Context: an optimization exercise on an open-source flow, tuned for small area and a short achievable clock period. The choices shown serve that exercise and are no tape-out recipe.
RTL that was checked went through simulation tests only; none was proved equivalent to the original.
Only the layout flow was run in run 4; the RTL was not checked for function there.
The flow treats the clock pin as an ideal source, which a real chip does not have.

===== flow/config.mk =====
export PLATFORM = sky130hd
export DESIGN_NAME = prng
export DESIGN_NICKNAME = prng
export VERILOG_FILES = /design/flow/design.v
export SDC_FILE = /design/flow/constraint.sdc
export NUM_CORES = 4
export LEC_CHECK = 0
export CAP_MARGIN = 20
export CORE_MARGIN = 2
export CORE_UTILIZATION = 60
export SETUP_SLACK_MARGIN = 3.0
export SLEW_MARGIN = 20
export SYNTH_HIERARCHICAL = 1

===== flow/constraint.sdc =====
create_clock -name core_clock -period 7.0 [get_ports {clk}]
set_input_delay 1.4000 -clock core_clock [delete_from_list [all_inputs] [get_ports {clk}]]
set_output_delay 1.4000 -clock core_clock [all_outputs]
set_load 0.01 [all_outputs]

===== flow/design.v =====
module prng (
    input logic [31:0] seed,
    output logic [31:0] rand_num,
    input logic clk,
    input logic rst
);
    logic [31:0] state;
    wire [30:0] x = state[30:0];
    wire [30:0] xn = ~state[30:0];
    wire [30:0] nxt;
    wire s0; wire c0;
    assign s0 = 1'b1 ^ x[2] ^ xn[0];
    assign c0 = (1'b1 & x[2]) | (1'b1 & xn[0]) | (x[2] & xn[0]);
    wire s1; wire c1;
    assign s1 = 1'b1 ^ x[3] ^ xn[1];
    assign c1 = (1'b1 & x[3]) | (1'b1 & xn[1]) | (x[3] & xn[1]);
    wire s2; wire c2;
    fa u2 (.a(x[4]), .b(xn[2]), .c(xn[0]), .s(s2), .co(c2));
    wire s3; wire c3;
    fa u3 (.a(x[5]), .b(xn[3]), .c(xn[1]), .s(s3), .co(c3));
    wire s4; wire c4;
    assign s4 = 1'b0 ^ x[4] ^ x[2];
    assign c4 = (1'b0 & x[4]) | (1'b0 & x[2]) | (x[4] & x[2]);
    wire s5; wire c5;
    fa u5 (.a(x[6]), .b(c3), .c(~s4), .s(s5), .co(c5));
    wire s6; wire c6;
    fa u6 (.a(x[7]), .b(xn[5]), .c(xn[3]), .s(s6), .co(c6));
    wire s7; wire c7;
    fa u7 (.a(x[0]), .b(~c4), .c(s6), .s(s7), .co(c7));
    wire s8; wire c8;
    fa u8 (.a(x[8]), .b(xn[6]), .c(xn[4]), .s(s8), .co(c8));
    wire s9; wire c9;
    fa u9 (.a(x[1]), .b(c6), .c(s8), .s(s9), .co(c9));
    wire s10; wire c10;
    assign s10 = 1'b1 ^ x[9] ^ x[2];
    assign c10 = (1'b1 & x[9]) | (1'b1 & x[2]) | (x[9] & x[2]);
    wire s11; wire c11;
    fa u11 (.a(xn[7]), .b(xn[5]), .c(xn[0]), .s(s11), .co(c11));
    wire s12; wire c12;
    fa u12 (.a(c8), .b(s10), .c(s11), .s(s12), .co(c12));
    wire s13; wire c13;
    fa u13 (.a(xn[8]), .b(xn[6]), .c(xn[1]), .s(s13), .co(c13));
    wire s14; wire c14;
    fa u14 (.a(x[10]), .b(x[3]), .c(c10), .s(s14), .co(c14));
    wire s15; wire c15;
    fa u15 (.a(c11), .b(s13), .c(c12), .s(s15), .co(c15));
    wire s16; wire c16;
    fa u16 (.a(xn[9]), .b(xn[7]), .c(xn[2]), .s(s16), .co(c16));
    wire s17; wire c17;
    fa u17 (.a(x[11]), .b(x[4]), .c(c13), .s(s17), .co(c17));
    wire s18; wire c18;
    fa u18 (.a(s16), .b(c14), .c(s17), .s(s18), .co(c18));
    wire s19; wire c19;
    assign s19 = 1'b1 ^ x[12] ^ x[5];
    assign c19 = (1'b1 & x[12]) | (1'b1 & x[5]) | (x[12] & x[5]);
    wire s20; wire c20;
    fa u20 (.a(xn[10]), .b(xn[8]), .c(xn[3]), .s(s20), .co(c20));
    wire s21; wire c21;
    fa u21 (.a(x[0]), .b(c16), .c(s19), .s(s21), .co(c21));
    wire s22; wire c22;
    fa u22 (.a(s20), .b(c17), .c(s21), .s(s22), .co(c22));
    wire s23; wire c23;
    assign s23 = 1'b1 ^ x[13] ^ x[6];
    assign c23 = (1'b1 & x[13]) | (1'b1 & x[6]) | (x[13] & x[6]);
    wire s24; wire c24;
    fa u24 (.a(xn[11]), .b(xn[9]), .c(xn[4]), .s(s24), .co(c24));
    wire s25; wire c25;
    fa u25 (.a(x[1]), .b(c19), .c(c20), .s(s25), .co(c25));
    wire s26; wire c26;
    fa u26 (.a(s23), .b(s24), .c(c21), .s(s26), .co(c26));
    wire s27; wire c27;
    fa u27 (.a(s25), .b(c22), .c(s26), .s(s27), .co(c27));
    wire s28; wire c28;
    fa u28 (.a(x[14]), .b(x[7]), .c(x[2]), .s(s28), .co(c28));
    wire s29; wire c29;
    fa u29 (.a(xn[12]), .b(xn[10]), .c(xn[5]), .s(s29), .co(c29));
    wire s30; wire c30;
    fa u30 (.a(x[0]), .b(c23), .c(c24), .s(s30), .co(c30));
    wire s31; wire c31;
    fa u31 (.a(s28), .b(s29), .c(c25), .s(s31), .co(c31));
    wire s32; wire c32;
    fa u32 (.a(s30), .b(c26), .c(s31), .s(s32), .co(c32));
    wire s33; wire c33;
    fa u33 (.a(x[15]), .b(x[8]), .c(x[3]), .s(s33), .co(c33));
    wire s34; wire c34;
    fa u34 (.a(xn[13]), .b(xn[11]), .c(xn[6]), .s(s34), .co(c34));
    wire s35; wire c35;
    fa u35 (.a(x[1]), .b(c28), .c(c29), .s(s35), .co(c35));
    wire s36; wire c36;
    fa u36 (.a(s33), .b(s34), .c(c30), .s(s36), .co(c36));
    wire s37; wire c37;
    fa u37 (.a(s35), .b(c31), .c(s36), .s(s37), .co(c37));
    wire s38; wire c38;
    fa u38 (.a(x[16]), .b(x[9]), .c(x[4]), .s(s38), .co(c38));
    wire s39; wire c39;
    fa u39 (.a(xn[14]), .b(xn[12]), .c(xn[7]), .s(s39), .co(c39));
    wire s40; wire c40;
    fa u40 (.a(x[2]), .b(c33), .c(c34), .s(s40), .co(c40));
    wire s41; wire c41;
    fa u41 (.a(s38), .b(s39), .c(c35), .s(s41), .co(c41));
    wire s42; wire c42;
    fa u42 (.a(s40), .b(c36), .c(s41), .s(s42), .co(c42));
    wire s43; wire c43;
    assign s43 = 1'b1 ^ x[17] ^ x[10];
    assign c43 = (1'b1 & x[17]) | (1'b1 & x[10]) | (x[17] & x[10]);
    wire s44; wire c44;
    fa u44 (.a(xn[15]), .b(xn[13]), .c(xn[8]), .s(s44), .co(c44));
    wire s45; wire c45;
    fa u45 (.a(x[5]), .b(x[3]), .c(xn[0]), .s(s45), .co(c45));
    wire s46; wire c46;
    fa u46 (.a(c38), .b(c39), .c(s43), .s(s46), .co(c46));
    wire s47; wire c47;
    fa u47 (.a(s44), .b(s45), .c(c40), .s(s47), .co(c47));
    wire s48; wire c48;
    fa u48 (.a(s46), .b(c41), .c(s47), .s(s48), .co(c48));
    wire s49; wire c49;
    fa u49 (.a(x[18]), .b(x[11]), .c(x[6]), .s(s49), .co(c49));
    wire s50; wire c50;
    fa u50 (.a(xn[16]), .b(xn[14]), .c(xn[9]), .s(s50), .co(c50));
    wire s51; wire c51;
    fa u51 (.a(x[4]), .b(c43), .c(c44), .s(s51), .co(c51));
    wire s52; wire c52;
    fa u52 (.a(xn[1]), .b(c45), .c(s49), .s(s52), .co(c52));
    wire s53; wire c53;
    fa u53 (.a(s50), .b(c46), .c(s51), .s(s53), .co(c53));
    wire s54; wire c54;
    fa u54 (.a(s52), .b(c47), .c(s53), .s(s54), .co(c54));
    wire s55; wire c55;
    fa u55 (.a(x[19]), .b(x[12]), .c(x[7]), .s(s55), .co(c55));
    wire s56; wire c56;
    fa u56 (.a(xn[17]), .b(xn[15]), .c(xn[10]), .s(s56), .co(c56));
    wire s57; wire c57;
    fa u57 (.a(x[5]), .b(xn[2]), .c(x[0]), .s(s57), .co(c57));
    wire s58; wire c58;
    fa u58 (.a(c49), .b(c50), .c(s55), .s(s58), .co(c58));
    wire s59; wire c59;
    fa u59 (.a(s56), .b(s57), .c(c51), .s(s59), .co(c59));
    wire s60; wire c60;
    fa u60 (.a(c52), .b(s58), .c(c53), .s(s60), .co(c60));
    wire s61; wire c61;
    fa u61 (.a(s59), .b(c54), .c(s60), .s(s61), .co(c61));
    wire s62; wire c62;
    fa u62 (.a(x[20]), .b(x[13]), .c(x[8]), .s(s62), .co(c62));
    wire s63; wire c63;
    fa u63 (.a(xn[18]), .b(xn[16]), .c(xn[11]), .s(s63), .co(c63));
    wire s64; wire c64;
    fa u64 (.a(x[6]), .b(xn[3]), .c(x[1]), .s(s64), .co(c64));
    wire s65; wire c65;
    fa u65 (.a(c55), .b(c56), .c(c57), .s(s65), .co(c65));
    wire s66; wire c66;
    fa u66 (.a(s62), .b(s63), .c(s64), .s(s66), .co(c66));
    wire s67; wire c67;
    fa u67 (.a(c58), .b(s65), .c(s66), .s(s67), .co(c67));
    wire s68; wire c68;
    fa u68 (.a(c59), .b(s67), .c(c60), .s(s68), .co(c68));
    wire s69; wire c69;
    fa u69 (.a(x[21]), .b(x[14]), .c(x[9]), .s(s69), .co(c69));
    wire s70; wire c70;
    fa u70 (.a(xn[19]), .b(xn[17]), .c(xn[12]), .s(s70), .co(c70));
    wire s71; wire c71;
    fa u71 (.a(x[7]), .b(xn[4]), .c(x[2]), .s(s71), .co(c71));
    wire s72; wire c72;
    fa u72 (.a(c62), .b(c63), .c(c64), .s(s72), .co(c72));
    wire s73; wire c73;
    fa u73 (.a(s69), .b(s70), .c(s71), .s(s73), .co(c73));
    wire s74; wire c74;
    fa u74 (.a(c65), .b(c66), .c(s72), .s(s74), .co(c74));
    wire s75; wire c75;
    fa u75 (.a(s73), .b(c67), .c(s74), .s(s75), .co(c75));
    wire s76; wire c76;
    assign s76 = 1'b1 ^ x[22] ^ x[15];
    assign c76 = (1'b1 & x[22]) | (1'b1 & x[15]) | (x[22] & x[15]);
    wire s77; wire c77;
    fa u77 (.a(xn[20]), .b(xn[18]), .c(xn[13]), .s(s77), .co(c77));
    wire s78; wire c78;
    fa u78 (.a(x[10]), .b(x[8]), .c(x[3]), .s(s78), .co(c78));
    wire s79; wire c79;
    fa u79 (.a(xn[5]), .b(xn[0]), .c(c69), .s(s79), .co(c79));
    wire s80; wire c80;
    fa u80 (.a(c70), .b(c71), .c(s76), .s(s80), .co(c80));
    wire s81; wire c81;
    fa u81 (.a(s77), .b(s78), .c(c72), .s(s81), .co(c81));
    wire s82; wire c82;
    fa u82 (.a(c73), .b(s79), .c(s80), .s(s82), .co(c82));
    wire s83; wire c83;
    fa u83 (.a(c74), .b(s81), .c(s82), .s(s83), .co(c83));
    wire s84; wire c84;
    fa u84 (.a(x[23]), .b(x[16]), .c(x[11]), .s(s84), .co(c84));
    wire s85; wire c85;
    fa u85 (.a(xn[21]), .b(xn[19]), .c(xn[14]), .s(s85), .co(c85));
    wire s86; wire c86;
    fa u86 (.a(x[9]), .b(xn[6]), .c(x[4]), .s(s86), .co(c86));
    wire s87; wire c87;
    fa u87 (.a(xn[1]), .b(c76), .c(c77), .s(s87), .co(c87));
    wire s88; wire c88;
    fa u88 (.a(c78), .b(s84), .c(s85), .s(s88), .co(c88));
    wire s89; wire c89;
    fa u89 (.a(s86), .b(c79), .c(c80), .s(s89), .co(c89));
    wire s90; wire c90;
    fa u90 (.a(s87), .b(s88), .c(c81), .s(s90), .co(c90));
    wire s91; wire c91;
    fa u91 (.a(c82), .b(s89), .c(s90), .s(s91), .co(c91));
    wire s92; wire c92;
    fa u92 (.a(x[24]), .b(x[17]), .c(x[12]), .s(s92), .co(c92));
    wire s93; wire c93;
    fa u93 (.a(xn[22]), .b(xn[20]), .c(xn[15]), .s(s93), .co(c93));
    wire s94; wire c94;
    fa u94 (.a(x[10]), .b(xn[7]), .c(x[5]), .s(s94), .co(c94));
    wire s95; wire c95;
    fa u95 (.a(xn[2]), .b(c84), .c(c85), .s(s95), .co(c95));
    wire s96; wire c96;
    fa u96 (.a(c86), .b(s92), .c(s93), .s(s96), .co(c96));
    wire s97; wire c97;
    fa u97 (.a(s94), .b(c87), .c(c88), .s(s97), .co(c97));
    wire s98; wire c98;
    fa u98 (.a(s95), .b(s96), .c(c89), .s(s98), .co(c98));
    wire s99; wire c99;
    fa u99 (.a(s97), .b(c90), .c(s98), .s(s99), .co(c99));
    wire s100; wire c100;
    fa u100 (.a(x[25]), .b(x[18]), .c(x[13]), .s(s100), .co(c100));
    wire s101; wire c101;
    fa u101 (.a(xn[23]), .b(xn[21]), .c(xn[16]), .s(s101), .co(c101));
    wire s102; wire c102;
    fa u102 (.a(x[11]), .b(x[6]), .c(x[0]), .s(s102), .co(c102));
    wire s103; wire c103;
    fa u103 (.a(xn[8]), .b(xn[3]), .c(c92), .s(s103), .co(c103));
    wire s104; wire c104;
    fa u104 (.a(c93), .b(c94), .c(s100), .s(s104), .co(c104));
    wire s105; wire c105;
    fa u105 (.a(s101), .b(s102), .c(c95), .s(s105), .co(c105));
    wire s106; wire c106;
    fa u106 (.a(c96), .b(s103), .c(s104), .s(s106), .co(c106));
    wire s107; wire c107;
    fa u107 (.a(c97), .b(s105), .c(s106), .s(s107), .co(c107));
    wire s108; wire c108;
    fa u108 (.a(c98), .b(s107), .c(c99), .s(s108), .co(c108));
    wire s109; wire c109;
    fa u109 (.a(x[26]), .b(x[19]), .c(x[14]), .s(s109), .co(c109));
    wire s110; wire c110;
    fa u110 (.a(xn[24]), .b(xn[22]), .c(xn[17]), .s(s110), .co(c110));
    wire s111; wire c111;
    fa u111 (.a(x[12]), .b(x[7]), .c(x[1]), .s(s111), .co(c111));
    wire s112; wire c112;
    fa u112 (.a(xn[9]), .b(xn[4]), .c(c100), .s(s112), .co(c112));
    wire s113; wire c113;
    fa u113 (.a(c101), .b(c102), .c(s109), .s(s113), .co(c113));
    wire s114; wire c114;
    fa u114 (.a(s110), .b(s111), .c(c103), .s(s114), .co(c114));
    wire s115; wire c115;
    fa u115 (.a(c104), .b(s112), .c(s113), .s(s115), .co(c115));
    wire s116; wire c116;
    fa u116 (.a(c105), .b(s114), .c(c106), .s(s116), .co(c116));
    wire s117; wire c117;
    fa u117 (.a(s115), .b(c107), .c(s116), .s(s117), .co(c117));
    wire s118; wire c118;
    fa u118 (.a(x[27]), .b(x[20]), .c(x[15]), .s(s118), .co(c118));
    wire s119; wire c119;
    fa u119 (.a(xn[25]), .b(xn[23]), .c(xn[18]), .s(s119), .co(c119));
    wire s120; wire c120;
    fa u120 (.a(x[13]), .b(x[8]), .c(x[2]), .s(s120), .co(c120));
    wire s121; wire c121;
    fa u121 (.a(xn[10]), .b(xn[5]), .c(c109), .s(s121), .co(c121));
    wire s122; wire c122;
    fa u122 (.a(c110), .b(c111), .c(s118), .s(s122), .co(c122));
    wire s123; wire c123;
    fa u123 (.a(s119), .b(s120), .c(c112), .s(s123), .co(c123));
    wire s124; wire c124;
    fa u124 (.a(c113), .b(s121), .c(s122), .s(s124), .co(c124));
    wire s125; wire c125;
    fa u125 (.a(c114), .b(s123), .c(c115), .s(s125), .co(c125));
    wire s126; wire c126;
    fa u126 (.a(s124), .b(c116), .c(s125), .s(s126), .co(c126));
    wire s127; wire c127;
    fa u127 (.a(x[28]), .b(x[21]), .c(x[16]), .s(s127), .co(c127));
    wire s128; wire c128;
    fa u128 (.a(xn[26]), .b(xn[24]), .c(xn[19]), .s(s128), .co(c128));
    wire s129; wire c129;
    fa u129 (.a(x[14]), .b(x[9]), .c(x[3]), .s(s129), .co(c129));
    wire s130; wire c130;
    fa u130 (.a(xn[11]), .b(xn[6]), .c(c118), .s(s130), .co(c130));
    wire s131; wire c131;
    fa u131 (.a(c119), .b(c120), .c(s127), .s(s131), .co(c131));
    wire s132; wire c132;
    fa u132 (.a(s128), .b(s129), .c(c121), .s(s132), .co(c132));
    wire s133; wire c133;
    fa u133 (.a(c122), .b(s130), .c(s131), .s(s133), .co(c133));
    wire s134; wire c134;
    fa u134 (.a(c123), .b(s132), .c(c124), .s(s134), .co(c134));
    wire s135; wire c135;
    fa u135 (.a(s133), .b(c125), .c(s134), .s(s135), .co(c135));
    wire s136; wire c136;
    fa u136 (.a(x[29]), .b(x[22]), .c(x[17]), .s(s136), .co(c136));
    wire s137; wire c137;
    fa u137 (.a(xn[27]), .b(xn[25]), .c(xn[20]), .s(s137), .co(c137));
    wire s138; wire c138;
    fa u138 (.a(x[15]), .b(x[10]), .c(x[4]), .s(s138), .co(c138));
    wire s139; wire c139;
    fa u139 (.a(xn[12]), .b(xn[7]), .c(c127), .s(s139), .co(c139));
    wire s140; wire c140;
    fa u140 (.a(c128), .b(c129), .c(s136), .s(s140), .co(c140));
    wire s141; wire c141;
    fa u141 (.a(s137), .b(s138), .c(c130), .s(s141), .co(c141));
    wire s142; wire c142;
    fa u142 (.a(c131), .b(s139), .c(s140), .s(s142), .co(c142));
    wire s143; wire c143;
    fa u143 (.a(c132), .b(s141), .c(c133), .s(s143), .co(c143));
    wire s144; wire c144;
    fa u144 (.a(s142), .b(c134), .c(s143), .s(s144), .co(c144));
    wire s145;
    assign s145 = x[30] ^ x[23] ^ x[18];
    wire s146;
    assign s146 = x[28] ^ x[26] ^ x[21];
    wire s147;
    assign s147 = x[16] ^ x[11] ^ x[5];
    wire s148;
    assign s148 = xn[13] ^ xn[8] ^ x[0];
    wire s149;
    assign s149 = c136 ^ c137 ^ c138;
    wire s150;
    assign s150 = s145 ^ ~s146 ^ s147;
    wire s151;
    assign s151 = s148 ^ c139 ^ c140;
    wire s152;
    assign s152 = s149 ^ s150 ^ c141;
    wire s153;
    assign s153 = c142 ^ s151 ^ s152;
    wire s154;
    assign s154 = c143 ^ s153 ^ c144;
    wire [30:0] ra, rb;
    assign ra[0] = x[0];
    assign rb[0] = 1'b1;
    assign ra[1] = x[1];
    assign rb[1] = 1'b0;
    assign ra[2] = s0;
    assign rb[2] = 1'b0;
    assign ra[3] = c0;
    assign rb[3] = s1;
    assign ra[4] = c1;
    assign rb[4] = s2;
    assign ra[5] = c2;
    assign rb[5] = s3;
    assign ra[6] = s5;
    assign rb[6] = 1'b0;
    assign ra[7] = c5;
    assign rb[7] = s7;
    assign ra[8] = c7;
    assign rb[8] = s9;
    assign ra[9] = c9;
    assign rb[9] = s12;
    assign ra[10] = s14;
    assign rb[10] = s15;
    assign ra[11] = c15;
    assign rb[11] = s18;
    assign ra[12] = c18;
    assign rb[12] = s22;
    assign ra[13] = s27;
    assign rb[13] = 1'b0;
    assign ra[14] = c27;
    assign rb[14] = s32;
    assign ra[15] = c32;
    assign rb[15] = s37;
    assign ra[16] = c37;
    assign rb[16] = s42;
    assign ra[17] = c42;
    assign rb[17] = s48;
    assign ra[18] = c48;
    assign rb[18] = s54;
    assign ra[19] = s61;
    assign rb[19] = 1'b0;
    assign ra[20] = c61;
    assign rb[20] = s68;
    assign ra[21] = c68;
    assign rb[21] = s75;
    assign ra[22] = c75;
    assign rb[22] = s83;
    assign ra[23] = c83;
    assign rb[23] = s91;
    assign ra[24] = c91;
    assign rb[24] = s99;
    assign ra[25] = s108;
    assign rb[25] = 1'b0;
    assign ra[26] = c108;
    assign rb[26] = s117;
    assign ra[27] = c117;
    assign rb[27] = s126;
    assign ra[28] = c126;
    assign rb[28] = s135;
    assign ra[29] = c135;
    assign rb[29] = s144;
    assign ra[30] = s154;
    assign rb[30] = 1'b0;
    wire [30:0] g0 = ra & rb;
    wire [30:0] p0 = ra ^ rb;
    wire gg1 = g0[1] | (p0[1] & g0[0]);
    wire gg2 = g0[2] | (p0[2] & gg1);
    wire gg3 = g0[3] | (p0[3] & g0[2]);
    wire pp3 = p0[3] & p0[2];
    wire gg4 = gg3 | (pp3 & gg1);
    wire gg5 = g0[4] | (p0[4] & g0[3]);
    wire pp5 = p0[4] & p0[3];
    wire gg6 = gg5 | (pp5 & gg2);
    wire gg7 = g0[5] | (p0[5] & g0[4]);
    wire pp7 = p0[5] & p0[4];
    wire gg8 = gg7 | (pp7 & g0[3]);
    wire pp8 = pp7 & p0[3];
    wire gg9 = gg8 | (pp8 & gg2);
    wire gg10 = g0[6] | (p0[6] & gg9);
    wire gg11 = g0[7] | (p0[7] & g0[6]);
    wire pp11 = p0[7] & p0[6];
    wire gg12 = gg11 | (pp11 & gg9);
    wire gg13 = g0[8] | (p0[8] & g0[7]);
    wire pp13 = p0[8] & p0[7];
    wire gg14 = gg13 | (pp13 & gg10);
    wire gg15 = g0[9] | (p0[9] & g0[8]);
    wire pp15 = p0[9] & p0[8];
    wire gg16 = gg15 | (pp15 & gg11);
    wire pp16 = pp15 & pp11;
    wire gg17 = gg16 | (pp16 & gg9);
    wire gg18 = g0[10] | (p0[10] & gg15);
    wire pp18 = p0[10] & pp15;
    wire gg19 = gg18 | (pp18 & gg12);
    wire gg20 = g0[11] | (p0[11] & g0[10]);
    wire pp20 = p0[11] & p0[10];
    wire gg21 = gg20 | (pp20 & gg17);
    wire gg22 = g0[12] | (p0[12] & gg20);
    wire pp22 = p0[12] & pp20;
    wire gg23 = gg22 | (pp22 & gg17);
    wire gg24 = g0[13] | (p0[13] & gg23);
    wire gg25 = g0[14] | (p0[14] & g0[13]);
    wire pp25 = p0[14] & p0[13];
    wire gg26 = gg25 | (pp25 & gg23);
    wire gg27 = g0[15] | (p0[15] & g0[14]);
    wire pp27 = p0[15] & p0[14];
    wire gg28 = gg27 | (pp27 & g0[13]);
    wire pp28 = pp27 & p0[13];
    wire gg29 = gg28 | (pp28 & gg23);
    wire gg30 = g0[16] | (p0[16] & g0[15]);
    wire pp30 = p0[16] & p0[15];
    wire gg31 = gg30 | (pp30 & g0[14]);
    wire pp31 = pp30 & p0[14];
    wire gg32 = gg31 | (pp31 & gg24);
    wire gg33 = g0[17] | (p0[17] & g0[16]);
    wire pp33 = p0[17] & p0[16];
    wire gg34 = gg33 | (pp33 & gg27);
    wire pp34 = pp33 & pp27;
    wire gg35 = gg34 | (pp34 & gg24);
    wire gg36 = g0[18] | (p0[18] & g0[17]);
    wire pp36 = p0[18] & p0[17];
    wire gg37 = gg36 | (pp36 & gg30);
    wire pp37 = pp36 & pp30;
    wire gg38 = gg37 | (pp37 & gg26);
    wire gg39 = g0[18] | (p0[18] & gg33);
    wire pp39 = p0[18] & pp33;
    wire gg40 = g0[19] | (p0[19] & gg39);
    wire pp40 = p0[19] & pp39;
    wire gg41 = gg40 | (pp40 & gg29);
    wire gg42 = g0[20] | (p0[20] & g0[19]);
    wire pp42 = p0[20] & p0[19];
    wire gg43 = gg42 | (pp42 & gg38);
    wire gg44 = g0[21] | (p0[21] & g0[20]);
    wire pp44 = p0[21] & p0[20];
    wire gg45 = gg44 | (pp44 & g0[19]);
    wire pp45 = pp44 & p0[19];
    wire gg46 = gg45 | (pp45 & gg38);
    wire gg47 = g0[22] | (p0[22] & g0[21]);
    wire pp47 = p0[22] & p0[21];
    wire gg48 = gg47 | (pp47 & gg42);
    wire pp48 = pp47 & pp42;
    wire gg49 = gg48 | (pp48 & gg38);
    wire gg50 = g0[23] | (p0[23] & g0[22]);
    wire pp50 = p0[23] & p0[22];
    wire gg51 = gg50 | (pp50 & gg44);
    wire pp51 = pp50 & pp44;
    wire gg52 = gg51 | (pp51 & gg41);
    wire gg53 = g0[24] | (p0[24] & g0[23]);
    wire pp53 = p0[24] & p0[23];
    wire gg54 = gg53 | (pp53 & gg47);
    wire pp54 = pp53 & pp47;
    wire gg55 = gg54 | (pp54 & gg43);
    wire gg56 = g0[24] | (p0[24] & gg50);
    wire pp56 = p0[24] & pp50;
    wire gg57 = g0[25] | (p0[25] & gg56);
    wire pp57 = p0[25] & pp56;
    wire gg58 = gg57 | (pp57 & gg46);
    wire gg59 = g0[26] | (p0[26] & g0[25]);
    wire pp59 = p0[26] & p0[25];
    wire gg60 = gg59 | (pp59 & gg55);
    wire gg61 = g0[27] | (p0[27] & g0[26]);
    wire pp61 = p0[27] & p0[26];
    wire gg62 = gg61 | (pp61 & g0[25]);
    wire pp62 = pp61 & p0[25];
    wire gg63 = gg62 | (pp62 & gg55);
    wire gg64 = g0[28] | (p0[28] & g0[27]);
    wire pp64 = p0[28] & p0[27];
    wire gg65 = gg64 | (pp64 & g0[26]);
    wire pp65 = pp64 & p0[26];
    wire gg66 = gg65 | (pp65 & g0[25]);
    wire pp66 = pp65 & p0[25];
    wire gg67 = gg66 | (pp66 & gg55);
    wire gg68 = g0[29] | (p0[29] & g0[28]);
    wire pp68 = p0[29] & p0[28];
    wire gg69 = gg68 | (pp68 & g0[27]);
    wire pp69 = pp68 & p0[27];
    wire gg70 = gg69 | (pp69 & gg59);
    wire pp70 = pp69 & pp59;
    wire gg71 = gg70 | (pp70 & gg55);
    wire gg72 = g0[30] | (p0[30] & gg69);
    wire pp72 = p0[30] & pp69;
    wire gg73 = gg72 | (pp72 & gg60);
    assign nxt[0] = p0[0];
    assign nxt[1] = p0[1] ^ g0[0];
    assign nxt[2] = p0[2] ^ gg1;
    assign nxt[3] = p0[3] ^ gg2;
    assign nxt[4] = p0[4] ^ gg4;
    assign nxt[5] = p0[5] ^ gg6;
    assign nxt[6] = p0[6] ^ gg9;
    assign nxt[7] = p0[7] ^ gg10;
    assign nxt[8] = p0[8] ^ gg12;
    assign nxt[9] = p0[9] ^ gg14;
    assign nxt[10] = p0[10] ^ gg17;
    assign nxt[11] = p0[11] ^ gg19;
    assign nxt[12] = p0[12] ^ gg21;
    assign nxt[13] = p0[13] ^ gg23;
    assign nxt[14] = p0[14] ^ gg24;
    assign nxt[15] = p0[15] ^ gg26;
    assign nxt[16] = p0[16] ^ gg29;
    assign nxt[17] = p0[17] ^ gg32;
    assign nxt[18] = p0[18] ^ gg35;
    assign nxt[19] = p0[19] ^ gg38;
    assign nxt[20] = p0[20] ^ gg41;
    assign nxt[21] = p0[21] ^ gg43;
    assign nxt[22] = p0[22] ^ gg46;
    assign nxt[23] = p0[23] ^ gg49;
    assign nxt[24] = p0[24] ^ gg52;
    assign nxt[25] = p0[25] ^ gg55;
    assign nxt[26] = p0[26] ^ gg58;
    assign nxt[27] = p0[27] ^ gg60;
    assign nxt[28] = p0[28] ^ gg63;
    assign nxt[29] = p0[29] ^ gg67;
    assign nxt[30] = p0[30] ^ gg71;
    always_ff @(posedge clk) begin
        if (rst) begin
            state <= seed;
        end else begin
            state <= {1'b0, nxt};
        end
        rand_num <= state;
    end
endmodule
module fa (
    input  logic a,
    input  logic b,
    input  logic c,
    output logic s,
    output logic co
);
    assign s = a ^ b ^ c;
    assign co = (a & b) | (a & c) | (b & c);
endmodule

===== flow/flow/run.sh =====
#!/bin/bash
# Standard layout with two changes: the smallest buffer on each port, and
# useful clock skew between registers after clock tree synthesis (skew.tcl).
export BUFFER_PORTS_ARGS="-buffer_cell sky130_fd_sc_hd__buf_1"
export POST_CTS_TCL="$PWD/flow/skew.tcl"
bash standard.sh > standard.log 2>&1

===== flow/flow/skew.py =====
#!/usr/bin/env python3
"""Plan a later clock arrival for registers (useful skew).

usage: skew.py PATHS PERIOD

PATHS holds lines "kind from to slack" as skew.tcl writes them. A delay D[r]
(>= 0) on register r's clock changes a register-to-register path s->e by
D[s] - D[e]. The plan finds the smallest period T such that:
  setup   (PERIOD - slack) + D[s] - D[e] <= T      for register pairs
  hold    slack + D[s] - D[e] >= HOLD_MARGIN
  output  (PERIOD - slack) + D[s] <= T            (the skew may only hurt)
  input   (PERIOD - slack) <= T                   (no gain from the skew)
  D[r] <= DMAX
and prints, for each register that needs a delay, a chain of delay cells.
"""
import sys

DMAX = 1.8
HOLD_MARGIN = 0.2
# cells and the delay each adds in front of one register's clock pin (ns)
CELLS = [
    ('sky130_fd_sc_hd__clkbuf_1', 0.09, 3.75),
    ('sky130_fd_sc_hd__dlygate4sd1_1', 0.20, 8.76),
    ('sky130_fd_sc_hd__clkdlybuf4s50_1', 0.46, 10.01),
]

path_file, period = sys.argv[1], float(sys.argv[2])
setup, hold, outp, inp, inhold = {}, {}, {}, {}, {}
regs = set()
for line in open(path_file):
    f = line.split()
    if len(f) != 4:
        continue
    kind, s, e, sl = f[0], f[1], f[2], float(f[3])
    if kind == 'max':
        setup[(s, e)] = min(setup.get((s, e), 1e9), sl)
        regs.update((s, e))
    elif kind == 'min':
        hold[(s, e)] = min(hold.get((s, e), 1e9), sl)
        regs.update((s, e))
    elif kind == 'outmax':
        outp[s] = min(outp.get(s, 1e9), sl)
        regs.add(s)
    elif kind == 'inmax':
        inp[e] = min(inp.get(e, 1e9), sl)
        regs.add(e)
    elif kind == 'inmin':
        inhold[e] = min(inhold.get(e, 1e9), sl)
        regs.add(e)
regs = sorted(regs)
idx = {r: i + 1 for i, r in enumerate(regs)}


def solve(T):
    # difference constraints x[b] >= x[a] + w as edges (a, b, w); longest path
    edges = []
    for r in regs:
        ub = DMAX
        if r in inhold:
            ub = min(ub, inhold[r] - HOLD_MARGIN)
        if r in outp:
            ub = min(ub, T - (period - outp[r]))
        if ub < 0:
            return None
        edges.append((0, idx[r], 0.0))
        edges.append((idx[r], 0, -ub))
    for (s, e), sl in setup.items():
        d = period - sl
        if s == e:
            if d > T:
                return None
            continue
        edges.append((idx[s], idx[e], d - T))
    for (s, e), sl in hold.items():
        if s == e:
            continue
        # D[e] - D[s] <= sl - margin
        edges.append((idx[e], idx[s], -(sl - HOLD_MARGIN)))
    for e, sl in inp.items():
        if period - sl > T:
            return None
    n = len(regs) + 1
    x = [0.0] + [-1e18] * (n - 1)
    for it in range(n + 1):
        changed = False
        for a, b, w in edges:
            if x[a] > -1e17 and x[a] + w > x[b] + 1e-9:
                x[b] = x[a] + w
                changed = True
        if not changed:
            return {r: x[idx[r]] for r in regs}
        if x[0] > 1e-9:
            return None
    return None


t0 = max(period - sl for sl in setup.values())
lo, hi = 0.0, t0
if solve(hi) is None:
    print(f'# no skew plan (T0 {t0:.3f})')
    sys.exit(0)
for _ in range(40):
    m = (lo + hi) / 2
    if solve(m) is None:
        lo = m
    else:
        hi = m
T = hi
D = solve(T)
print(f'# period without skew {t0:.3f}, with skew {T:.3f}')


def chain(delta):
    # fewest-area chain of cells whose delay is closest to delta
    best = None
    for a in range(0, 4):
        for b in range(0, 4):
            for c in range(0, 4):
                if a + b + c == 0 or a + b + c > 4:
                    continue
                n = (a, b, c)
                d = sum(k * cell[1] for k, cell in zip(n, CELLS))
                area = sum(k * cell[2] for k, cell in zip(n, CELLS))
                cost = abs(d - delta) + 0.004 * area
                if best is None or cost < best[0]:
                    best = (cost, n)
    out = []
    for k, cell in zip(best[1], CELLS):
        out += [cell[0]] * k
    return out


for r in regs:
    d = D[r]
    if d < 0.06:
        continue
    print('delay', r, f'{d:.3f}', ' '.join(chain(d)))

===== flow/flow/skew.tcl =====
# Useful clock skew between registers, run after clock tree synthesis
# (POST_CTS_TCL). It measures the worst setup and hold slack of every
# register-to-register path, and the worst slack of every path from an input
# and to an output, then asks skew.py for a later clock arrival for each
# register that shortens the period set by the register-to-register paths.
# Paths from the inputs and to the outputs get no gain from it: an input path
# must meet that period without the skew, and an output path must meet it with
# the skew. The delays are made by clock buffers put in front of the
# registers' clock pins.

set skew_dir [file dirname [file normalize [info script]]]
set work_dir [file dirname $skew_dir]
set_propagated_clock [all_clocks]
estimate_parasitics -placement

set regs [all_registers -cells]
set clkpin [dict create]
set dpin [dict create]
set cellof [dict create]
foreach r $regs {
  set n [get_full_name $r]
  dict set cellof $n $r
  foreach p [get_pins -of_objects $r] {
    set pn [get_property $p lib_pin_name]
    if { $pn == "CLK" } { dict set clkpin $n $p }
    if { $pn == "D" } { dict set dpin $n $p }
  }
}

set f [open $work_dir/skew_paths.txt w]
foreach r $regs {
  set n [get_full_name $r]
  set cp [dict get $clkpin $n]
  foreach {kind pd} {max max min min} {
    set paths [find_timing_paths -from $cp -path_delay $pd \
      -group_path_count 10000 -endpoint_path_count 1 -unique_paths_to_endpoint]
    foreach p $paths {
      set ep [get_property $p endpoint]
      set epn [get_full_name $ep]
      if { [get_property $ep direction] == "output" } {
        puts $f "out$kind $n - [get_property $p slack]"
      } else {
        set einst [get_full_name [get_cells -of_objects $ep]]
        puts $f "$kind $n $einst [get_property $p slack]"
      }
    }
  }
  set dp [dict get $dpin $n]
  foreach {kind pd} {inmax max inmin min} {
    set paths [find_timing_paths -from [all_inputs] -to $dp -path_delay $pd]
    foreach p $paths {
      puts $f "$kind - $n [get_property $p slack]"
    }
  }
}
close $f

set period [get_property [lindex [all_clocks] 0] period]
exec python3 $skew_dir/skew.py $work_dir/skew_paths.txt $period > $work_dir/skew_plan.txt
puts "skew plan:"
puts [exec cat $work_dir/skew_plan.txt]

set block [ord::get_db_block]
set nbuf 0
foreach line [split [exec cat $work_dir/skew_plan.txt] "\n"] {
  if { [llength $line] < 3 || [lindex $line 0] != "delay" } { continue }
  set n [lindex $line 1]
  set cells [lrange $line 3 end]
  set inst [sta::sta_to_db_inst [dict get $cellof $n]]
  set loc [$inst getLocation]
  foreach cell $cells {
    set p [dict get $clkpin $n]
    set net [get_nets -of_objects $p]
    insert_buffer -buffer_cell $cell -net $net -load_pins [list $p] \
      -location [list [ord::dbu_to_microns [lindex $loc 0]] \
        [ord::dbu_to_microns [lindex $loc 1]]] \
      -buffer_name skewbuf_$nbuf -net_name skewnet_$nbuf
    set bnet [$block findNet skewnet_$nbuf]
    if { $bnet ne "NULL" && $bnet ne "" } { $bnet setSigType CLOCK }
    incr nbuf
  }
}
puts "skew buffers inserted: $nbuf"

detailed_placement
check_placement -verbose
estimate_parasitics -placement
report_worst_slack -max
report_worst_slack -min

===== flow/standard.sh =====
#!/bin/bash
# synth_recipe.tcl (not shown) runs the flow's synth.tcl, then flattens the netlist and writes it again
# the make line also repeats each setting of config.mk as NAME=value (left out here)
make -C /OpenROAD-flow-scripts/flow DESIGN_CONFIG=/design/flow/config.mk WORK_HOME=/design/flow/orfs CLKGATE_MAP_FILE= SYNTH_SCRIPT=/design/flow/synth_recipe.tcl "${@:-finish}"

==> summary.txt, run 1 <==
Run status
  – Outcome: finished clean

STA
  – Final clock period utilization by the worst path: 0.544
  – Worst slew margin relative to its limit: 0.636
  – RSZ-0062 raised after global routing: false
  – Hold violation count in the final report: 0
  – Sum Neg Setup Slack: 0 ns
  – Final number of setup-violating endpoints: 0
  – Count of pins over their slew limit: 0
  – Max Clk Rate: 263 MHz
  – Clock period minus final worst setup slack: approximately 3.8 ns
  – Post-route clock skew: approximately 1.2 ns
  – Slew at the pin closest to its max-slew limit: 0.546 ns

Yosys
  – Synth Cell Area: 5870 um2
  – Count of flip-flops with a built-in enable after synthesis: 0
  – Syn_area_per_cell: about 13 um2
  – Top-area cell type share of the netlist area: 0.467
  – Post-synthesis net count: about 670
  – Fraction of registers with async set or reset after synthesis: 0
  – Yosys cell types: 45
  – Number of warning messages in the yosys log: 7
  – Number of synthesized register bits: 64
  – Most used DFF post-synth: dfxtp_1
  – Synth area leader: fa_1
  – Sequential cell area fraction in the yosys report: 0.218
  – Cells after Synth: around 470
  – Largest cells by area after synthesis: fa_1 47%, dfxtp_1 22%, ha_1 7.5%

Global routing
  – Global route overflow: 0
  – Global-route usage over all layers: 0.337
  – Antenna violations before repair: 0
  – Maximum number of pins on one net before global-route repair: slightly above 60
  – Number of global-route vias before repair: between 4000 and 5000
  – Global-route wire length before repair: between 20000 and 25000 um

Worst setup path
  – Class of the most critical setup path: flip-flop to flip-flop
  – Crit path capture type: flip-flop
  – Worst Path Max Fanout: 4
  – Worst flop-to-flop path startpoint: state[17]$_DFF_P_
  – Worst flop-to-flop path endpoint: state[20]$_DFF_P_
  – Worst reg-to-reg setup slack: 3.19 ns
  – Worst Setup Start Kind: flip-flop
  – Worst Path Required: roughly 7.3 ns
  – Number of cells on the worst reg-to-reg path: 14
  – CP arrival: a little over 4 ns

Layout
  – Most frequent cells in the layout: 114 x fa_1, 64 x buf_1, 43 x buf_4
  – Diodes inserted: 0
  – Layout cells sized above 1: 0.263
  – Core Util, Final: 0.765
  – Multi-input gate area in the final layout: roughly 4600 um2
  – Growth of design area from synthesis to finish: 25.5%
  – Number of nets at the end of the flow: 820
  – Leading cell type in the layout, fill and taps excluded: fa_1
  – Storage element area: 1370 um2
  – Layout filler cell count: roughly 660

Placement
  – Final Wtd Congestion: 0.960
  – Count of buffers inserted at the top-level ports: 65
  – Detail Placement HPWL: ~12000 um

Floorplan
  – Floorplan row count: 36
  – Initial standard-cell utilization of the core: 0.609
  – Area of the die: roughly 11000 um2
  – Die Span X: 103 um
  – Height of the die: ~100 um
  – Number of top-level design ports: 66
  – Area of the core region: just under 10000 um2

Routing
  – Ratio of routed vias to standard cells: ~5.4
  – Detailed Route Iter0 Violations: around 160
  – Number of search-and-repair iterations in the first detailed-routing pass: 5
  – Aggregate routed wire length: approximately 16000 um
  – Via count: 4084
  – Avg WL per Cell: about 21 um
  – Antenna-violating nets left: 0
  – Remaining routing DRC violations: 0

Clocking
  – TritonCTS clock tree: done
  – Clock latency on the worst-skew pair: 1.52 ns
  – Clock transition at the registers of the reported paths: ~0.060 ns
  – Number of clock sinks: 64

Hold path
  – Worst hold path cell count: 3
  – Destination of the worst hold path: state[30]$_DFF_P_
  – Worst Min Path Start: seed[30]
  – Worst hold path type: input port to flip-flop

Flow run
  – Max-Cap Viols: 0
==> metrics by stage <==
step / std cells / instance area [um2] / setup slack, ns / hold slack [ns]
6_report: 750 / 7370 / 3.19 / 0.169
5_1_grt: 750 / 7370 / 3.01 / 0.149
3_5_place_dp: 658 / 6300 / 2.30 / 0.348
3_3_place_gp: 658 / 6300 / 2.31 / 0.316
2_1_floorplan: 466 / 5910 / 2.97 / 0.310
==> per-module statistics from Yosys (local to each module, per instance) <==
module  cell area (um2)  copies in the design  flops+latches  cells
fa                 20.0                   137              0      1
prng               3130                     1             64    329
==> flip-flops by register name (all words and copies together) (netlist names) <==
name	flops
rand_num	32
state	32
==> synthesized netlist by cell type (3+ instances only) <==
cell type / n
nor3b_1: 3
nor3_1: 9
nand2_1: 29
dfxtp_1: 64
inv_1: 48
o21a_1: 8
xor2_1: 7
o21ai_1: 4
o31ai_1: 10
fa_1: 137
clkbuf_1: 6
ha_1: 35
a21oi_1: 16
xnor2_1: 24
mux2_2: 4
o211ai_1: 3
o21ai_0: 16
a21o_1: 10
==> cells by family after synthesis <==
logic type,count (synthesis),synth area share
multiplexers,4,0.00767
buffers and inverters,55,0.0358
AO/OA/AOI/OAI,81,0.0933
adder cells (fa/ha/maj),172,0.541
AND/OR/NAND/NOR,57,0.0490
XOR/XNOR,33,0.0547
flip-flops,64,0.218
==> routing by layer <==
metal,global-route usage,vias up,part of all wire
met1,0.456,2007,0.41
met4,0.144,2,0.031
met2,0.498,202,0.46
li1,-,1832,-
met5,0.0240,-,0.0019
met3,0.119,41,0.098
==> how the worst max path moves through the flow <==
| stage | start | end | slack, ns | cells after the start |
|---|---|---|---|---|
| 3_3_place_gp | state[9]$_DFF_P_ | state[17]$_DFF_P_ | 2.31 | 15 |
| 5_1_grt | state[17]$_DFF_P_ | state[20]$_DFF_P_ | 3.01 | 14 |
| 3_5_place_dp | state[9]$_DFF_P_ | state[17]$_DFF_P_ | 2.30 | 15 |
| 6_report | state[17]$_DFF_P_ | state[20]$_DFF_P_ | 3.19 | 14 |
| 2_1_floorplan | state[6]$_DFF_P_ | state[30]$_DFF_P_ | 2.97 | 13 |
==> worst max-delay path, cell delays in order, from the launching register on <==
cell and delay (ns):
dfxtp_4 0.36, inv_2 0.14, ha_4 0.15, inv_1 0.05
fa_1 0.48, fa_1 0.56, fa_2 0.47, ha_4 0.30
nand2_2 0.07, o21ai_2 0.24, buf_4 0.17, o21ai_0 0.09
a21oi_1 0.22, xnor2_1 0.15, o21ai_0 0.08
==> cell type report, without the clock buffers <==
| cell class | count | area share |
|---|---|---|
| multi-input cells | 347 | 0.629 |
| flip-flops and latches | 64 | 0.186 |
| repair buffers | 111 | 0.0840 |
| inverters | 48 | 0.0285 |
| well taps | 133 | 0.0226 |
| clock inverters | 1 | 0.000679 |
==> run 2, diff against run 1 <==
--- a/flow/flow/run.sh
+++ b/flow/flow/run.sh
@@ -4,3 +4,4 @@
 export BUFFER_PORTS_ARGS="-buffer_cell sky130_fd_sc_hd__buf_1"
 export POST_CTS_TCL="$PWD/flow/skew.tcl"
+export RECOVER_POWER=100
 bash standard.sh > standard.log 2>&1
--- a/flow/flow/skew.py
+++ b/flow/flow/skew.py
@@ -16,5 +16,5 @@
 import sys
 
-DMAX = 1.8
+DMAX = 1.2
 HOLD_MARGIN = 0.2
 # cells and the delay each adds in front of one register's clock pin (ns)
==> summary.txt, run 2 <==
Floorplan
  – Die Span X: just over 100 um
  – Area of the die: around 11000 um2
  – Floorplan row count: 36
  – Initial standard-cell utilization of the core: 0.609
  – Height of the die: 103 um
  – Area of the core region: 9640 um2
  – Number of top-level design ports: 66

Placement
  – Count of buffers inserted at the top-level ports: 65
  – Detail Placement HPWL: 11800 um
  – Final Wtd Congestion: about 0.96
  – Area after detailed placement: 6300 um2
  – Worst setup timing slack at the placement stage: ~2.3 ns

Layout
  – Growth of design area from synthesis to finish: 22.8%
  – Diodes inserted: 0
  – Most frequent cells in the layout: 114 x fa_1, 64 x buf_1, 58 x dfxtp_1
  – Core Util, Final: 0.748
  – Layout cells sized above 1: 0.201
  – Design area: around 7200 um2
  – Number of nets at the end of the flow: between 800 and 900
  – Biggest regs: rand_num (32), state (32)
  – Leading cell type in the layout, fill and taps excluded: fa_1

Yosys
  – Sequential cell area fraction in the yosys report: 0.218
  – Fraction of registers with async set or reset after synthesis: 0
  – Cells after Synth: between 400 and 500
  – Most used DFF post-synth: dfxtp_1
  – Top post-synthesis cells by count: 137 x fa_1, 64 x dfxtp_1, 48 x inv_1
  – Top-area cell type share of the netlist area: 0.467
  – Number of synthesized register bits: 64
  – Largest cells by area after synthesis: fa_1 47%, dfxtp_1 22%, ha_1 7.5%
  – Number of warning messages in the yosys log: 7
  – Post-synthesis net count: 672
  – Synth Cell Area: around 5900 um2
  – Yosys cell types: 45
  – Synth area leader: fa_1
  – Syn_area_per_cell: approximately 13 um2
  – Cell with the most instances after synthesis: fa_1
  – Count of flip-flops with a built-in enable after synthesis: 0

Global routing
  – Number of global-route vias before repair: about 4500
  – Global-route wire length before repair: between 20000 and 25000 um
  – Antenna violations before repair: 0
  – Global route overflow: 0
  – Global-route usage over all layers: 0.337
  – Maximum number of pins on one net before global-route repair: 62

Clocking
  – TritonCTS clock tree: done
  – Clock latency on the worst-skew pair: between 1.5 and 2 ns
  – Number of clock sinks: 64
  – Clock transition at the registers of the reported paths: ~0.07 ns

Routing
  – Aggregate routed wire length: around 16000 um
  – Number of search-and-repair iterations in the first detailed-routing pass: 4
  – Via count: 4045
  – Remaining routing DRC violations: 0
  – Avg WL per Cell: roughly 21 um
  – Ratio of routed vias to standard cells: between 5 and 6
  – Detailed Route Iter0 Violations: between 200 and 250
  – Antenna-violating nets left: 0

STA
  – Post-route worst setup slack: slightly above 2 ns
  – Post-route clock skew: about 1.2 ns
  – Worst slew margin relative to its limit: -0.558
  – Final number of setup-violating endpoints: 0
  – Count of pins over their slew limit: slightly above 60
  – Clock period minus final worst setup slack: between 4 and 5 ns
  – Sum Neg Setup Slack: 0 ns
  – Max Clk Rate: between 200 and 250 MHz
  – Final clock period utilization by the worst path: 0.706
  – Slew at the pin closest to its max-slew limit: about 2.3 ns
  – Hold violation count in the final report: 0
  – RSZ-0062 raised after global routing: false

Worst setup path
  – Worst Path Required: 7.28 ns
  – Worst Path Max Fanout: 6
  – Crit path capture type: flip-flop
  – CP arrival: between 5 and 6 ns
  – Class of the most critical setup path: flip-flop to flip-flop
  – Worst Setup Start Kind: flip-flop

Hold path
  – Worst hold path type: input port to flip-flop

Run status
  – Failed Checks: max-capacitance violations, max-slew violations
  – Outcome: complete, but fails checks

Flow run
  – Max-Cap Viols: 1
==> run 2: cell counts after synthesis <==
No cell type changed its count.
==> run 2: final cells by class, without the clock buffers <==
class | instances | area (um2)
well taps | 133 | 166
inverters | 48 | 209
multi-input cells | 347 | 4590
flip-flops and latches | 64 | 1300
repair buffers | 111 | 578
fillers | 696 | 2420
clock inverters | 1 | 5.00
==> run 2: per-stage QoR <==
stage          instances  hold slack [ns]
6_report             750            0.162
3_5_place_dp         658            0.348
5_1_grt              750            0.149
2_1_floorplan        466            0.310
3_3_place_gp         658            0.316
==> run 2: per-module statistics from Yosys, one instance, submodules excluded <==
module / cells / cell area, um2 / copies in the design
fa: 1 / 20.0 / 137
prng: 329 / 3130 / 1
==> run 2: logic make-up (layout without fill, tap and decap cells) <==
group                      count (synthesis)  after routing  share of synthesized area
AOI/OAI and AO/OA                         81             81                     0.0933
xor gates and xnor gates                  33             33                     0.0547
adders and majority gates                172            172                      0.541
buffers and inverters                     55            206                     0.0358
DFF                                       64             64                      0.218
muxes                                      4              4                    0.00767
and+or+nand+nor                           57             57                     0.0490
==> run 2: path summary, 6_finish.rpt <==
check,from,to,slack [ns],depth (start not counted)
max,state[6]$_DFF_P_,state[17]$_DFF_P_,2.06,15
min,seed[30],state[30]$_DFF_P_,0.16,3
max reg2reg,state[6]$_DFF_P_,state[17]$_DFF_P_,2.06,15
min reg2reg,state[0]$_DFF_P_,state[30]$_DFF_P_,0.34,7
==> run 2: metal layers <==
metal	wire (um)	share of wire	vias up	track usage
met4	419	0.027	0	0.144
li1	-	-	1838	-
met3	1730	0.11	32	0.119
met2	7260	0.46	203	0.498
met5	0	0	-	0.0240
met1	6200	0.40	1972	0.456
==> run 2: worst max-delay path, cell delays in order (launching register included) <==
cell and delay [ns]:
dfxtp_1 0.59, clkinvlp_2 0.59, fa_1 0.62, fa_1 0.46
fa_1 0.44, ha_1 0.33, nand3_1 0.13, nor2b_1 0.06
a2bb2oi_1 0.35, nand2_1 0.14, ha_1 0.23, a21o_1 0.19
a21o_1 0.17, a21oi_1 0.22, xor2_1 0.17, o21ai_0 0.16
==> run 3, diff against run 2 <==
--- a/flow/flow/run.sh
+++ b/flow/flow/run.sh
@@ -4,4 +4,3 @@
 export BUFFER_PORTS_ARGS="-buffer_cell sky130_fd_sc_hd__buf_1"
 export POST_CTS_TCL="$PWD/flow/skew.tcl"
-export RECOVER_POWER=100
 bash standard.sh > standard.log 2>&1
==> summary.txt, run 3 <==
Run status
  – Outcome: finished clean

STA
  – Final clock period utilization by the worst path: 0.544
  – Worst slew margin relative to its limit: 0.636
  – Clock period minus final worst setup slack: between 3 and 4 ns
  – Final Hold Slack: ~0.17 ns
  – Post-route clock skew: around 1.2 ns
  – Slew at the pin closest to its max-slew limit: 0.546 ns
  – Post-route worst setup slack: 3.19 ns
  – RSZ-0062 raised after global routing: false
  – Count of pins over their slew limit: 0
  – Hold violation count in the final report: 0
  – Final number of setup-violating endpoints: 0
  – Max Clk Rate: 263 MHz
  – Sum Neg Setup Slack: 0 ns

Clocking
  – Number of clock sinks: between 60 and 70
  – Clock transition at the registers of the reported paths: ~0.060 ns
  – TritonCTS clock tree: done
  – Clock latency on the worst-skew pair: about 1.5 ns

Layout
  – Number of nets at the end of the flow: 820
  – Design area: between 7000 and 8000 um2
  – Growth of design area from synthesis to finish: 25.5%
  – Leading cell type in the layout, fill and taps excluded: fa_1
  – Layout filler cell count: about 660
  – Layout cells sized above 1: 0.263
  – Most frequent cells in the layout: 114 x fa_1, 64 x buf_1, 43 x buf_4
  – Biggest regs: rand_num (32), state (32)
  – Number of cells in the finished layout apart from fillers: 750
  – Diodes inserted: 0

Yosys
  – Post-synthesis net count: between 600 and 700
  – Sequential cell area fraction in the yosys report: 0.218
  – Cells after Synth: about 470
  – Count of flip-flops with a built-in enable after synthesis: 0
  – Top-area cell type share of the netlist area: 0.467
  – Synth Cell Area: a little under 6000 um2
  – Most used DFF post-synth: dfxtp_1
  – Number of synthesized register bits: 64
  – Yosys cell types: 45
  – Largest cells by area after synthesis: fa_1 47%, dfxtp_1 22%, ha_1 7.5%
  – Synth area leader: fa_1
  – Cell with the most instances after synthesis: fa_1
  – Fraction of registers with async set or reset after synthesis: 0
  – Number of warning messages in the yosys log: 7
  – Top post-synthesis cells by count: 137 x fa_1, 64 x dfxtp_1, 48 x inv_1
  – Syn_area_per_cell: around 13 um2

Worst setup path
  – Worst Path Required: between 7 and 8 ns
  – Worst Setup Start Kind: flip-flop
  – Worst reg-to-reg setup slack: 3.19 ns
  – Worst Path Max Fanout: 4
  – Number of cells on the worst reg-to-reg path: 14
  – Crit path capture type: flip-flop
  – Worst flop-to-flop path startpoint: state[17]$_DFF_P_
  – CP arrival: between 4 and 5 ns
  – Class of the most critical setup path: flip-flop to flip-flop
  – Worst flop-to-flop path endpoint: state[20]$_DFF_P_

Routing
  – Avg WL per Cell: about 21 um
  – Via count: 4084
  – Remaining routing DRC violations: 0
  – Antenna-violating nets left: 0
  – Number of search-and-repair iterations in the first detailed-routing pass: 5
  – Ratio of routed vias to standard cells: between 5 and 6
  – Detailed Route Iter0 Violations: ~160
  – Aggregate routed wire length: 15600 um

Placement
  – Area after detailed placement: 6300 um2
  – Count of buffers inserted at the top-level ports: 65
  – Final Wtd Congestion: slightly below 1
  – Cell count after placement: roughly 660
  – Worst setup timing slack at the placement stage: 2.30 ns
  – Detail Placement HPWL: around 12000 um

Floorplan
  – Initial standard-cell utilization of the core: 0.609
  – Number of top-level design ports: 66
  – Area of the core region: between 9000 and 10000 um2
  – Height of the die: 103 um
  – Floorplan row count: 36
  – Die Span X: 103 um
  – Area of the die: 10600 um2

Global routing
  – Number of global-route vias before repair: ~4500
  – Global-route usage over all layers: 0.337
  – Global route overflow: 0
  – Maximum number of pins on one net before global-route repair: 62
  – Antenna violations before repair: 0
  – Global-route wire length before repair: between 20000 and 25000 um

Hold path
  – Destination of the worst hold path: state[30]$_DFF_P_
  – Worst Min Path Start: seed[30]
  – Worst hold path cell count: 3
  – Worst hold path type: input port to flip-flop

Flow run
  – Max-Cap Viols: 0
run 3: layout make-up, without the clock buffers:
class / count / area, um2 / area share
tap: 133 / 166 / 0.0226
sequential: 64 / 1370 / 0.186
inverter: 48 / 210 / 0.0285
timing repair buffer: 111 / 619 / 0.0840
multi-input combinational: 347 / 4640 / 0.629
clock inverter: 1 / 5.00 / 0.000679
run 3: through the flow:
stage           util
6_report       0.765
5_1_grt        0.765
3_5_place_dp   0.654
3_3_place_gp   0.654
2_1_floorplan      -
run 3: cells by family (layout without fill, tap and decap cells):
family / after synthesis / in the layout / share of synthesized area
adders and majority gates: 172 / 172 / 0.541
muxes: 4 / 4 / 0.00767
xor gates and xnor gates: 33 / 33 / 0.0547
DFF: 64 / 64 / 0.218
buffers and inverters: 55 / 206 / 0.0358
AOI/OAI and AO/OA: 81 / 81 / 0.0933
and+or+nand+nor: 57 / 57 / 0.0490
run 3: routing by layer:
layer,up-vias,track usage,routed length [um]
li1,1832,-,-
met1,2007,0.456,6310
met2,202,0.498,7220
met3,41,0.119,1530
met4,2,0.144,478
met5,-,0.0240,30
run 3: worst max-delay path by stage:
stage | end | start | cells after the start | slack [ns]
3_5_place_dp | state[17]$_DFF_P_ | state[9]$_DFF_P_ | 15 | 2.30
2_1_floorplan | state[30]$_DFF_P_ | state[6]$_DFF_P_ | 13 | 2.97
3_3_place_gp | state[17]$_DFF_P_ | state[9]$_DFF_P_ | 15 | 2.31
6_report | state[20]$_DFF_P_ | state[17]$_DFF_P_ | 14 | 3.19
5_1_grt | state[20]$_DFF_P_ | state[17]$_DFF_P_ | 14 | 3.01
run 3: critical path, stage by stage (launching register included):
cell	delay, ns
dfxtp_4	0.36
inv_2	0.14
ha_4	0.15
inv_1	0.05
fa_1	0.48
fa_1	0.56
fa_2	0.47
ha_4	0.30
nand2_2	0.07
o21ai_2	0.24
buf_4	0.17
o21ai_0	0.09
a21oi_1	0.22
xnor2_1	0.15
o21ai_0	0.08
run 3: modules after synthesis (local to each module, per instance):
module  cells inside  flops+latches  cell area, um2  times used
prng             329             64            3130           1
fa                 1              0            20.0         137
==> run 4, diff against run 3 <==
--- a/flow/design.v
+++ b/flow/design.v
@@ -6,6 +6,7 @@
 );
     logic [31:0] state;
+    logic [30:0] state_n;
     wire [30:0] x = state[30:0];
-    wire [30:0] xn = ~state[30:0];
+    wire [30:0] xn = state_n;
     wire [30:0] nxt;
     wire s0; wire c0;
@@ -310,5 +311,5 @@
     assign s145 = x[30] ^ x[23] ^ x[18];
     wire s146;
-    assign s146 = x[28] ^ x[26] ^ x[21];
+    assign s146 = xn[28] ^ xn[26] ^ xn[21];
     wire s147;
     assign s147 = x[16] ^ x[11] ^ x[5];
@@ -318,5 +319,5 @@
     assign s149 = c136 ^ c137 ^ c138;
     wire s150;
-    assign s150 = s145 ^ ~s146 ^ s147;
+    assign s150 = s145 ^ s146 ^ s147;
     wire s151;
     assign s151 = s148 ^ c139 ^ c140;
@@ -542,6 +543,8 @@
         if (rst) begin
             state <= seed;
+            state_n <= ~seed[30:0];
         end else begin
             state <= {1'b0, nxt};
+            state_n <= ~nxt[30:0];
         end
         rand_num <= state;
--- a/flow/config.mk
+++ b/flow/config.mk
@@ -9,5 +9,5 @@
 export CORE_MARGIN = 2
 export CORE_UTILIZATION = 60
-export SETUP_SLACK_MARGIN = 3.0
+export SETUP_SLACK_MARGIN = 2.3
 export SLEW_MARGIN = 20
 export SYNTH_HIERARCHICAL = 1
==> summary.txt, run 4 <==
Layout
  – Design area: roughly 7800 um2
  – Number of nets at the end of the flow: around 860
  – Multi-input gate area in the final layout: between 4000 and 5000 um2
  – Storage element area: approximately 1900 um2
  – Layout cells sized above 1: 0.0897
  – Layout filler cell count: 800
  – Most frequent cells in the layout: 136 x fa_1, 70 x dfxtp_1, 64 x buf_1
  – Biggest regs: rand_num (32), state (32), state_n (29)
  – Leading cell type in the layout, fill and taps excluded: fa_1
  – Growth of design area from synthesis to finish: 17.4%
  – Diodes inserted: 0
  – Core Util, Final: 0.720

Floorplan
  – Area of the die: about 12000 um2
  – Initial standard-cell utilization of the core: 0.613
  – Floorplan row count: 38
  – Number of top-level design ports: 66
  – Area of the core region: around 11000 um2
  – Die Span X: about 110 um
  – Height of the die: 109 um

Routing
  – Avg WL per Cell: between 20 and 25 um
  – Antenna-violating nets left: 0
  – Aggregate routed wire length: 17100 um
  – Number of search-and-repair iterations in the first detailed-routing pass: 4
  – Remaining routing DRC violations: 0
  – Detailed Route Iter0 Violations: 243
  – Via count: ~4300
  – Ratio of routed vias to standard cells: about 5.3

Global routing
  – Antenna violations before repair: 0
  – Number of global-route vias before repair: approximately 5000
  – Maximum number of pins on one net before global-route repair: between 40 and 50
  – Global-route wire length before repair: roughly 27000 um
  – Global-route usage over all layers: 0.330
  – Global route overflow: 0

Run status
  – Outcome: finished clean

STA
  – Slew at the pin closest to its max-slew limit: ~0.87 ns
  – Final clock period utilization by the worst path: 0.601
  – Hold violation count in the final report: 0
  – Clock period minus final worst setup slack: about 4.2 ns
  – Max Clk Rate: between 200 and 250 MHz
  – Worst slew margin relative to its limit: 0.418
  – Post-route clock skew: approximately 1.1 ns
  – Sum Neg Setup Slack: 0 ns
  – Final number of setup-violating endpoints: 0
  – RSZ-0062 raised after global routing: false
  – Count of pins over their slew limit: 0

Worst setup path
  – Crit path capture type: flip-flop
  – Worst Path Required: around 7.6 ns
  – Worst Path Max Fanout: 5
  – Worst Setup Start Kind: flip-flop
  – Class of the most critical setup path: flip-flop to flip-flop
  – CP arrival: roughly 4.8 ns

Yosys
  – Top-area cell type share of the netlist area: 0.415
  – Most used DFF post-synth: dfxtp_1
  – Yosys cell types: 44
  – Synth Cell Area: between 6000 and 7000 um2
  – Number of warning messages in the yosys log: 7
  – Fraction of registers with async set or reset after synthesis: 0
  – Syn_area_per_cell: ~13 um2
  – Top post-synthesis cells by count: 137 x fa_1, 93 x dfxtp_1, 53 x inv_1
  – Cell with the most instances after synthesis: fa_1
  – Synth area leader: fa_1
  – Cells after Synth: ~520
  – Count of flip-flops with a built-in enable after synthesis: 0
  – Post-synthesis net count: just over 700
  – Sequential cell area fraction in the yosys report: 0.281
  – Largest cells by area after synthesis: fa_1 41%, dfxtp_1 28%, ha_1 6.6%
  – Number of synthesized register bits: 93

Flow run
  – Max-Cap Viols: 0

Clocking
  – Clock transition at the registers of the reported paths: approximately 0.1 ns
  – Number of clock sinks: 93
  – Clock latency on the worst-skew pair: approximately 1.5 ns
  – TritonCTS clock tree: done

Placement
  – Count of buffers inserted at the top-level ports: between 60 and 70
  – Area after detailed placement: about 7000 um2
  – Final Wtd Congestion: approximately 0.95
  – Detail Placement HPWL: between 10000 and 15000 um

Hold path
  – Worst hold path type: flip-flop to flip-flop
==> run 4: stage by stage <==
stage	hold slack (ns)	worst slack, ns	std cells
after detailed placement	0.329	1.86	715
after global routing	0.123	2.66	798
after global placement	0.318	1.95	715
final	0.138	2.79	798
after floorplan	0.310	2.31	515
==> run 4: logic make-up (layout without fill, tap and decap cells) <==
group	Yosys count	after routing	share of synthesized area
compound gates	63	63	0.0724
xor+xnor	40	40	0.0530
fa+ha+maj	172	172	0.481
buf+inv	60	203	0.0340
flops	93	93	0.281
mux	16	16	0.0250
simple gates	71	71	0.0533
==> run 4: per-layer routing <==
layer | vias up | global-route usage | wire length [um] | share of wire
li1 | 1939 | - | - | -
met1 | 2127 | 0.438 | 7180 | 0.42
met2 | 150 | 0.493 | 8070 | 0.47
met3 | 35 | 0.109 | 1310 | 0.077
met4 | 0 | 0.150 | 509 | 0.030
met5 | - | 0 | 0 | 0
==> run 4: Yosys stat by module, one instance, submodules excluded <==
module | cells | cell area [um2] | flip-flops and latches | times used
prng | 378 | 3870 | 93 | 1
fa | 1 | 20.0 | 0 | 137
==> run 4: worst paths after layout <==
kind	startpoint	endpoint	slack, ns	cells after the start
setup / recovery	state_n[4]$_DFF_P_	state[17]$_DFF_P_	2.79	17
hold / removal	state_n[8]$_DFF_P_	state[30]$_DFF_P_	0.14	5
setup reg to reg	state_n[4]$_DFF_P_	state[17]$_DFF_P_	2.79	17
hold reg to reg	state_n[8]$_DFF_P_	state[30]$_DFF_P_	0.14	5
==> run 4: critical path: stages (launching register included) <==
cell      delay (ns)
dfxtp_1         0.62
fa_1            0.51
fa_1            0.48
ha_1            0.37
a21o_1          0.19
a21oi_1         0.32
a21boi_0        0.29
nand3_1         0.16
nand2_1         0.07
ha_1            0.21
nand2_1         0.10
nand2_1         0.06
a21o_1          0.18
a21oi_1         0.24
xor2_1          0.27
nor2_1          0.07
a21oi_1         0.18
inv_1           0.05
==> run 4: area by class of cell, without the clock buffers <==
cell class | count | share of cell area
sequential | 93 | 0.244
tap | 140 | 0.0226
multi-input combinational | 362 | 0.584
inverter | 54 | 0.0261
timing repair buffer | 68 | 0.0361
clock inverter | 7 | 0.0135

## separate check: timing with driven ports
Ports are ideal in the flow. The routed layouts listed here were re-timed in OpenROAD. Step 1: set_driving_cell puts a clkbuf_16 on clk and a buf_2 on each other input, an assumption about the parent block. Step 2, shift: input delay + t, output delay - t, t = (earliest + latest rising clock arrival at the registers) / 2. This alone moves slack from input paths to output paths. Slacks: no drivers / after step 1 / after step 2; pairs: no drivers / after step 1.
run	t, ns	setup WS [ns]	hold WS [ns]	clock arrival spread, ns
run 1	0.968	3.194 / 3.194 / 3.194	0.169 / 0.157 / 0.283	1.173 / 1.173
run 2	0.974	2.059 / 2.059 / 2.059	0.162 / 0.149 / 0.344	1.177 / 1.177
run 3	0.968	3.194 / 3.194 / 3.194	0.169 / 0.157 / 0.283	1.173 / 1.173
run 4	0.953	2.794 / 2.794 / 2.794	0.138 / 0.138 / 0.138	1.060 / 1.060
In every run listed the clock reaches the registers at very different times; t lies between them, and the last value is a rough guide only.
